Context: an optimization exercise on an open-source flow, tuned for small area. The choices shown serve that exercise and are no tape-out recipe.
RTL that was checked went through simulation tests only; none was proved equivalent to the original.
Power figures rest on the tool's default switching activity, not on a simulated workload. No driver is modelled on the clock port, so clocking that relies on it looks cheaper here than on a real chip.

## v6
## cnn_top
module cnn_top #(
    parameter int DATA_WIDTH = 8,
    parameter int OUT_WIDTH  = 32,
    parameter int IMG_WIDTH  = 28
)(
    input  logic                   clk,
    input  logic                   rst_n,
    input  logic [DATA_WIDTH-1:0]  s_axis_tdata,
    input  logic                   s_axis_tvalid,
    output logic                   s_axis_tready,
    output logic [OUT_WIDTH-1:0]   m_axis_tdata,
    output logic                   m_axis_tvalid,
    input  logic                   m_axis_tready,
    output logic                   m_axis_tlast
);
Size: ~47 I/O pins, about 0.016 mm^2 of cells after synthesis.
Settings: LEC_CHECK=0, CAP_MARGIN=20, CORE_MARGIN=2, CORE_UTILIZATION=70, CTS_BUF_LIST=sky130_fd_sc_hd__clkbuf_16, CTS_CLUSTER_DIAMETER=70, CTS_CLUSTER_SIZE=36, SLEW_MARGIN=20; clock period 5.5 ns.
standard.sh (not shown) runs the stock make flow with config.mk's settings and CLKGATE_MAP_FILE= SYNTH_SCRIPT=/design/flow/synth_recipe.tcl, a recipe that flattens the netlist after the stock synthesis.
==> flow/flow/run.sh <==
#!/bin/bash
# Standard layout (standard.sh: the ORFS flow, synthesis unchanged), with
# clock tree synthesis told not to add dummy loads and the smallest buffer on
# the ports.
set -euo pipefail
export CTS_ARGS="-sink_clustering_enable -repair_clock_nets -buf_list sky130_fd_sc_hd__clkbuf_16 -sink_clustering_size 36 -sink_clustering_max_diameter 70 -dont_use_dummy_load"
export BUFFER_PORTS_ARGS="-buffer_cell sky130_fd_sc_hd__buf_1"
bash standard.sh > standard.log 2>&1
## Diff of input files: v7 against v6
--- a/flow/design.v
+++ b/flow/design.v
@@ -125,60 +125,60 @@
     wire c_59 = c_41 ^ c_14 ^ c_40;
     wire c_60 = (c_41 & c_14) | (c_41 & c_40) | (c_14 & c_40);
     wire c_61 = c_43 ^ c_18 ^ c_42;
     wire c_62 = (c_43 & c_18) | (c_43 & c_42) | (c_18 & c_42);
     wire c_63 = c_45 ^ c_22 ^ c_44;
     wire c_64 = (c_45 & c_22) | (c_45 & c_44) | (c_22 & c_44);
     wire c_65 = c_47 ^ c_26 ^ c_46;
     wire c_66 = (c_47 & c_26) | (c_47 & c_46) | (c_26 & c_46);
     wire c_67 = c_49 ^ c_30 ^ c_48;
     wire c_68 = (c_49 & c_30) | (c_49 & c_48) | (c_30 & c_48);
     wire c_69 = cn[6] ^ c_32 ^ c_50;
     wire c_70 = (cn[6] & c_32) | (cn[6] & c_50) | (c_32 & c_50);
-    logic [8:0] lo_sum;
+    logic [7:0] lo_sum;
     logic lo_carry;
     assign lo_sum[0] = c_51 ^ t0[0];
     wire lc_0 = c_51 & t0[0];
     assign lo_sum[1] = c_53 ^ c_52 ^ lc_0;
     wire lc_1 = (c_53 & c_52) | (c_53 & lc_0) | (c_52 & lc_0);
     assign lo_sum[2] = c_55 ^ c_54 ^ lc_1;
     wire lc_2 = (c_55 & c_54) | (c_55 & lc_1) | (c_54 & lc_1);
     assign lo_sum[3] = c_57 ^ c_56 ^ lc_2;
     wire lc_3 = (c_57 & c_56) | (c_57 & lc_2) | (c_56 & lc_2);
     assign lo_sum[4] = c_59 ^ c_58 ^ lc_3;
     wire lc_4 = (c_59 & c_58) | (c_59 & lc_3) | (c_58 & lc_3);
     assign lo_sum[5] = c_61 ^ c_60 ^ lc_4;
     wire lc_5 = (c_61 & c_60) | (c_61 & lc_4) | (c_60 & lc_4);
     assign lo_sum[6] = c_63 ^ c_62 ^ lc_5;
     wire lc_6 = (c_63 & c_62) | (c_63 & lc_5) | (c_62 & lc_5);
     assign lo_sum[7] = c_65 ^ c_64 ^ lc_6;
     wire lc_7 = (c_65 & c_64) | (c_65 & lc_6) | (c_64 & lc_6);
-    assign lo_sum[8] = c_67 ^ c_66 ^ lc_7;
-    wire lc_8 = (c_67 & c_66) | (c_67 & lc_7) | (c_66 & lc_7);
-    assign lo_carry = lc_8;
-    logic [8:0] lo_r;
-    logic [2:0] ha_r, hb_r;
+    assign lo_carry = lc_7;
+    logic [7:0] lo_r;
+    logic [3:0] ha_r, hb_r;
     logic hc_in;
     always_ff @(posedge clk) begin
         lo_r  <= lo_sum;
         hc_in <= lo_carry;
-        ha_r  <= {1'b1, cn[7], c_69};
-        hb_r  <= {1'b0, c_70, c_68};
+        ha_r  <= {1'b1, cn[7], c_69, c_67};
+        hb_r  <= {1'b0, c_70, c_68, c_66};
     end
-    logic [2:0] hi_sum;
+    logic [3:0] hi_sum;
     assign hi_sum[0] = ha_r[0] ^ hb_r[0] ^ hc_in;
     wire hc_0 = (ha_r[0] & hb_r[0]) | (ha_r[0] & hc_in) | (hb_r[0] & hc_in);
     assign hi_sum[1] = ha_r[1] ^ hb_r[1] ^ hc_0;
     wire hc_1 = (ha_r[1] & hb_r[1]) | (ha_r[1] & hc_0) | (hb_r[1] & hc_0);
     assign hi_sum[2] = ha_r[2] ^ hb_r[2] ^ hc_1;
+    wire hc_2 = (ha_r[2] & hb_r[2]) | (ha_r[2] & hc_1) | (hb_r[2] & hc_1);
+    assign hi_sum[3] = ha_r[3] ^ hb_r[3] ^ hc_2;
     assign o_result = ~{hi_sum, lo_r};
     always_ff @(posedge clk or negedge rst_n)
         if (!rst_n) o_valid <= 1'b0;
         else        o_valid <= i_valid;
 endmodule
 `timescale 1ns / 1ps
 module cnn_top #(
     parameter int DATA_WIDTH = 8,
     parameter int OUT_WIDTH  = 32,
     parameter int IMG_WIDTH  = 28
 )(
     input  logic                   clk,
v7 has met3 usage in global routing above what v6 had. Sort v7 and v6 by setup slack, ascending, and v6 comes first. Compared with v6, v7 shows final cell count without fillers higher by 7. Compared with v6, v7 shows fraction of layout instances using a drive strength above 1 lower by 1.6 points. Compared with v6, v7 shows wire length reported by the detailed router that has gone down slightly. Relative to v6, the via count of the first global-routing pass measured on v7 has decreased slightly. The share of synthesized area occupied by flip-flops and latches was comparable across v7 and v6. Across both runs, sequential share of layout area was higher for v7 than for v6. Cmp v7 vs v6: number of stages on the worst setup path lower in v7. Compared with v6, v7 shows a lower area overhead of the layout relative to synthesis.
No functional check of the RTL was part of any run of this note.

## before
cnn_top, a different RTL version from the one above (not shown whole).
Size in the first run: ~490 flip-flops, roughly 47 I/O pins, about 0.016 mm^2 of cells after synthesis.
Settings: LEC_CHECK=0, CAP_MARGIN=20, CORE_MARGIN=2, CORE_UTILIZATION=70, CTS_BUF_LIST=sky130_fd_sc_hd__clkbuf_16, CTS_CLUSTER_DIAMETER=80, CTS_CLUSTER_SIZE=36, SLEW_MARGIN=20, SYNTH_HIERARCHICAL=1, SYNTH_MINIMUM_KEEP_SIZE=0; clock period 5.5 ns.
==> flow/flow/run.sh <==
#!/bin/bash
# Standard layout (standard.sh: the ORFS flow, synthesis unchanged), with
# clock tree synthesis told not to add dummy loads and to use a small buffer
# at the root of the clock tree, and the smallest buffer on
# the ports.
set -euo pipefail
export CTS_ARGS="-sink_clustering_enable -repair_clock_nets -buf_list sky130_fd_sc_hd__clkbuf_16 -sink_clustering_size 36 -sink_clustering_max_diameter 80 -dont_use_dummy_load -root_buf sky130_fd_sc_hd__clkbuf_4"
export BUFFER_PORTS_ARGS="-buffer_cell sky130_fd_sc_hd__buf_1"
bash standard.sh > standard.log 2>&1
before closes out successfully: all stages finished, all timing, DRC and antenna checks passed.
Input changes introduced in after (baseline for comparison: before):
-- flow/design.v --
<<< before, line 8
    input  logic                              rst_n,
    input  logic                              i_valid,
    input  logic [DATA_WIDTH-1:0]             i_data,     
    output logic                              o_ready,    
    output logic [DEPTH-1:0][DATA_WIDTH-1:0]  o_nhist    
>>> after, line 8
    input  logic                              rst_n,
    input  logic                              i_valid,
    input  logic [DATA_WIDTH-1:0]             i_data,
    output logic                              o_ready,    
    output logic [DEPTH-1:0][DATA_WIDTH-1:0]  o_nhist    
<<< before, line 17
    always_ff @(posedge clk) begin
        if (i_valid)
            hist <= {hist[DEPTH-2:0], i_data};
    end
    wire x_last = x_cnt[4] & x_cnt[3] & x_cnt[1] & x_cnt[0];    
>>> after, line 17
    always_ff @(posedge clk) begin
        if (i_valid)
            hist <= {hist[DEPTH-2:0], ~i_data};
    end
    wire x_last = x_cnt[4] & x_cnt[3] & x_cnt[1] & x_cnt[0];    
<<< before, line 140
    wire c_63, c_64;
    conv_fa u_fa30 (.a(cp[6]), .b(c_58), .c(c_60), .s(c_63), .co(c_64));
    logic [7:0] lo_sum;
    logic lo_carry;
    assign lo_sum[0] = c_3;
>>> after, line 140
    wire c_63, c_64;
    conv_fa u_fa30 (.a(cp[6]), .b(c_58), .c(c_60), .s(c_63), .co(c_64));
    logic [8:0] lo_sum;
    logic lo_carry;
    assign lo_sum[0] = c_3;
<<< before, line 156
    wire lc_7;
    conv_fa u_fa35 (.a(c_53), .b(c_55), .c(lc_6), .s(lo_sum[7]), .co(lc_7));
    assign lo_carry = lc_7;
    logic [7:0] lo_r;
    logic [3:0] ha_r, hb_r;
    logic hc_in;
    always_ff @(posedge clk) begin
        lo_r  <= lo_sum;
        hc_in <= lo_carry;
        ha_r  <= {1'b1, cp[7], c_62, c_59};
        hb_r  <= {1'b0, c_64, c_63, c_61};
    end
    logic [3:0] hi_sum;
    wire hc_0;
    conv_fa u_fa36 (.a(ha_r[0]), .b(hb_r[0]), .c(hc_in), .s(hi_sum[0]), .co(hc_0));
    wire hc_1;
    conv_fa u_fa37 (.a(ha_r[1]), .b(hb_r[1]), .c(hc_0), .s(hi_sum[1]), .co(hc_1));
    wire hc_2;
    conv_fa u_fa38 (.a(ha_r[2]), .b(hb_r[2]), .c(hc_1), .s(hi_sum[2]), .co(hc_2));
    assign hi_sum[3] = ha_r[3] ^ hb_r[3] ^ hc_2;
    assign o_result = {hi_sum, lo_r};
    always_ff @(posedge clk or negedge rst_n)
>>> after, line 156
    wire lc_7;
    conv_fa u_fa35 (.a(c_53), .b(c_55), .c(lc_6), .s(lo_sum[7]), .co(lc_7));
    wire lc_8;
    conv_fa u_fa36 (.a(c_59), .b(c_61), .c(lc_7), .s(lo_sum[8]), .co(lc_8));
    assign lo_carry = lc_8;
    logic [8:0] lo_r;
    logic [2:0] ha_r, hb_r;
    logic hc_in;
    always_ff @(posedge clk) begin
        lo_r  <= lo_sum;
        hc_in <= lo_carry;
        ha_r  <= {1'b1, cp[7], c_62};
        hb_r  <= {1'b0, c_64, c_63};
    end
    logic [2:0] hi_sum;
    wire hc_0;
    conv_fa u_fa37 (.a(ha_r[0]), .b(hb_r[0]), .c(hc_in), .s(hi_sum[0]), .co(hc_0));
    wire hc_1;
    conv_fa u_fa38 (.a(ha_r[1]), .b(hb_r[1]), .c(hc_0), .s(hi_sum[1]), .co(hc_1));
    assign hi_sum[2] = ha_r[2] ^ hb_r[2] ^ hc_1;
    assign o_result = {hi_sum, lo_r};
    always_ff @(posedge clk or negedge rst_n)
<<< before, line 212
    logic                              win_ready;
    logic [DEPTH-1:0][DATA_WIDTH-1:0]  nhist;    
    logic [DATA_WIDTH-1:0]             npx;      
    logic [11:0]                       result;
    assign npx = ~s_axis_tdata;
    assign s_axis_tready = 1'b1;
    assign m_axis_tlast  = 1'b0;
>>> after, line 212
    logic                              win_ready;
    logic [DEPTH-1:0][DATA_WIDTH-1:0]  nhist;    
    logic [11:0]                       result;
    assign s_axis_tready = 1'b1;
    assign m_axis_tlast  = 1'b0;
<<< before, line 225
        .rst_n(rst_n),
        .i_valid(s_axis_tvalid),
        .i_data(npx),
        .o_ready(win_ready),
        .o_nhist(nhist)
>>> after, line 223
        .rst_n(rst_n),
        .i_valid(s_axis_tvalid),
        .i_data(s_axis_tdata),
        .o_ready(win_ready),
        .o_nhist(nhist)
<<< before, line 238
        .i_beat(s_axis_tvalid),
        .i_valid(s_axis_tvalid & win_ready),
        .i_px(npx),
        .i_hist(nhist),
        .o_valid(m_axis_tvalid),
>>> after, line 236
        .i_beat(s_axis_tvalid),
        .i_valid(s_axis_tvalid & win_ready),
        .i_px(~s_axis_tdata),
        .i_hist(nhist),
        .o_valid(m_axis_tvalid),
### Flow results
From before to after the numbers moved as follows: total met3 wirelength after detailed routing now sits higher; logic depth of the worst path, buffers included rose 1; remaining max-slew budget at the tightest pin now smaller; data arrival time at the worst-slack endpoint rose by 0.26 ns.
Sum of routed wire length over all layers: after and before compared, lower one is after
before and after ended up with roughly the same fraction of area in multi-input gates.
after has completed all stages; timing, DRC and antenna checks passed.
before → after: final area stayed essentially flat; worst-case setup margin in the final layout now smaller.
Compared with before, in after maximum clock rate down about 5.5%, via count of the first global-routing pass flat.
The final design utilization on after is in line with that on before.
No run of this note included a check of the RTL's function; only the layout flow was run.

cnn_top, a different RTL version from the one above (not shown whole).
Size: ~720 cells after synthesis, about 490 flip-flops.
clock: 5.5 ns
lec_check: 0
cap_margin: 20
core_margin: 2
core_utilization: 70
cts_buf_list: sky130_fd_sc_hd__clkbuf_16
cts_cluster_diameter: 70
cts_cluster_size: 36
slew_margin: 20
==> flow/flow/run.sh <==
#!/bin/bash
# Standard layout (standard.sh: the ORFS flow, synthesis unchanged), with
# clock tree synthesis told not to add dummy loads and the smallest buffer on
# the ports.
set -euo pipefail
export CTS_ARGS="-sink_clustering_enable -repair_clock_nets -buf_list sky130_fd_sc_hd__clkbuf_16 -sink_clustering_size 36 -sink_clustering_max_diameter 70 -dont_use_dummy_load"
export BUFFER_PORTS_ARGS="-buffer_cell sky130_fd_sc_hd__buf_1"
bash standard.sh > standard.log 2>&1
Then changed:
--- a/flow/design.v
+++ b/flow/design.v
@@ -145,17 +145,39 @@
     wire c_80 = (c_61 & c_38) | (c_61 & c_60) | (c_38 & c_60);
     wire c_81 = c_63 ^ c_42 ^ c_62;
     wire c_82 = (c_63 & c_42) | (c_63 & c_62) | (c_42 & c_62);
     wire c_83 = c_65 ^ c_46 ^ c_64;
     wire c_84 = (c_65 & c_46) | (c_65 & c_64) | (c_46 & c_64);
     wire c_85 = cn[6] ^ c_48 ^ c_66;
     wire c_86 = (cn[6] & c_48) | (cn[6] & c_66) | (c_48 & c_66);
     logic [11:0] sum;
-    assign sum = {1'b1, cn[7], c_85, c_83, c_81, c_79, c_77, c_75, c_73, c_71, c_69, c_67} + {1'b0, c_86, c_84, c_82, c_80, c_78, c_76, c_74, c_72, c_70, c_68, 1'b1};
+        assign sum[0] = c_67 ^ 1'b1 ^ 1'b0;
+    wire r_0 = (c_67 & 1'b1) | (c_67 & 1'b0) | (1'b1 & 1'b0);
+    assign sum[1] = c_69 ^ c_68 ^ r_0;
+    wire r_1 = (c_69 & c_68) | (c_69 & r_0) | (c_68 & r_0);
+    assign sum[2] = c_71 ^ c_70 ^ r_1;
+    wire r_2 = (c_71 & c_70) | (c_71 & r_1) | (c_70 & r_1);
+    assign sum[3] = c_73 ^ c_72 ^ r_2;
+    wire r_3 = (c_73 & c_72) | (c_73 & r_2) | (c_72 & r_2);
+    assign sum[4] = c_75 ^ c_74 ^ r_3;
+    wire r_4 = (c_75 & c_74) | (c_75 & r_3) | (c_74 & r_3);
+    assign sum[5] = c_77 ^ c_76 ^ r_4;
+    wire r_5 = (c_77 & c_76) | (c_77 & r_4) | (c_76 & r_4);
+    assign sum[6] = c_79 ^ c_78 ^ r_5;
+    wire r_6 = (c_79 & c_78) | (c_79 & r_5) | (c_78 & r_5);
+    assign sum[7] = c_81 ^ c_80 ^ r_6;
+    wire r_7 = (c_81 & c_80) | (c_81 & r_6) | (c_80 & r_6);
+    assign sum[8] = c_83 ^ c_82 ^ r_7;
+    wire r_8 = (c_83 & c_82) | (c_83 & r_7) | (c_82 & r_7);
+    assign sum[9] = c_85 ^ c_84 ^ r_8;
+    wire r_9 = (c_85 & c_84) | (c_85 & r_8) | (c_84 & r_8);
+    assign sum[10] = cn[7] ^ c_86 ^ r_9;
+    wire r_10 = (cn[7] & c_86) | (cn[7] & r_9) | (c_86 & r_9);
+    assign sum[11] = 1'b1 ^ 1'b0 ^ r_10;
     always_ff @(posedge clk)
         o_result <= ~sum;
     always_ff @(posedge clk or negedge rst_n)
         if (!rst_n) o_valid <= 1'b0;
         else        o_valid <= i_valid;
 endmodule
 `timescale 1ns / 1ps
 module cnn_top #(
The new run completed, yet does not pass: negative setup slack.
Via count fell by a few percent.
Worst hold slack improved by 0.019 ns.
Total power fell by a few percent.
Non-clock buffer count rose by 4.
Clock-buffer cell count fell by 1.
Critical path depth rose by 7.
Setup slack got worse by 2.0 ns.
Routed wire length rose by a few percent.
Synthesized cell count fell slightly.
First-iteration DRC count rose by about a fifth.
Only the layout flow was run in the second run of this note; the RTL was not checked for function there.

re-timing with driven ports:
The results above use ideal ports. As a check the final layouts listed here were re-extracted and re-timed, cells and wires unchanged. Step 1, drivers: a clkbuf_16 drives clk and a buf_2 each remaining input, both assumed. Step 2 times the ports against the registers' clock, not the clock port: input delays grow and output delays shrink by t, the midpoint of the rising clock arrivals with the driver on. a / b / c = no drivers / after step 1 / after step 2; a / b = the first two.
run | shift t [ns] | setup WS [ns] | latest minus earliest clock arrival (ns)
v6 | 0.564 | 0.133 / 0.143 / -0.421 | 0.056 / 0.056
v7 | 0.550 | 0.216 / 0.241 / -0.309 | 0.048 / 0.047
before | 0.748 | 0.401 / 0.418 / -0.330 | 0.095 / 0.094
after | 0.744 | 0.101 / 0.115 / -0.628 | 0.041 / 0.041
the first run of note 3 | 0.551 | 1.058 / 1.078 / 0.527 | 0.054 / 0.054
the second run of note 3 | 0.550 | -0.927 / -0.928 / -1.478 | 0.044 / 0.044
With both steps, setup timing fails in v6, v7, before and after, where it was met with ideal ports. For before, which loses most, drivers alone change the setup slack by +0.017 ns; drivers and shift together by -0.731 ns.
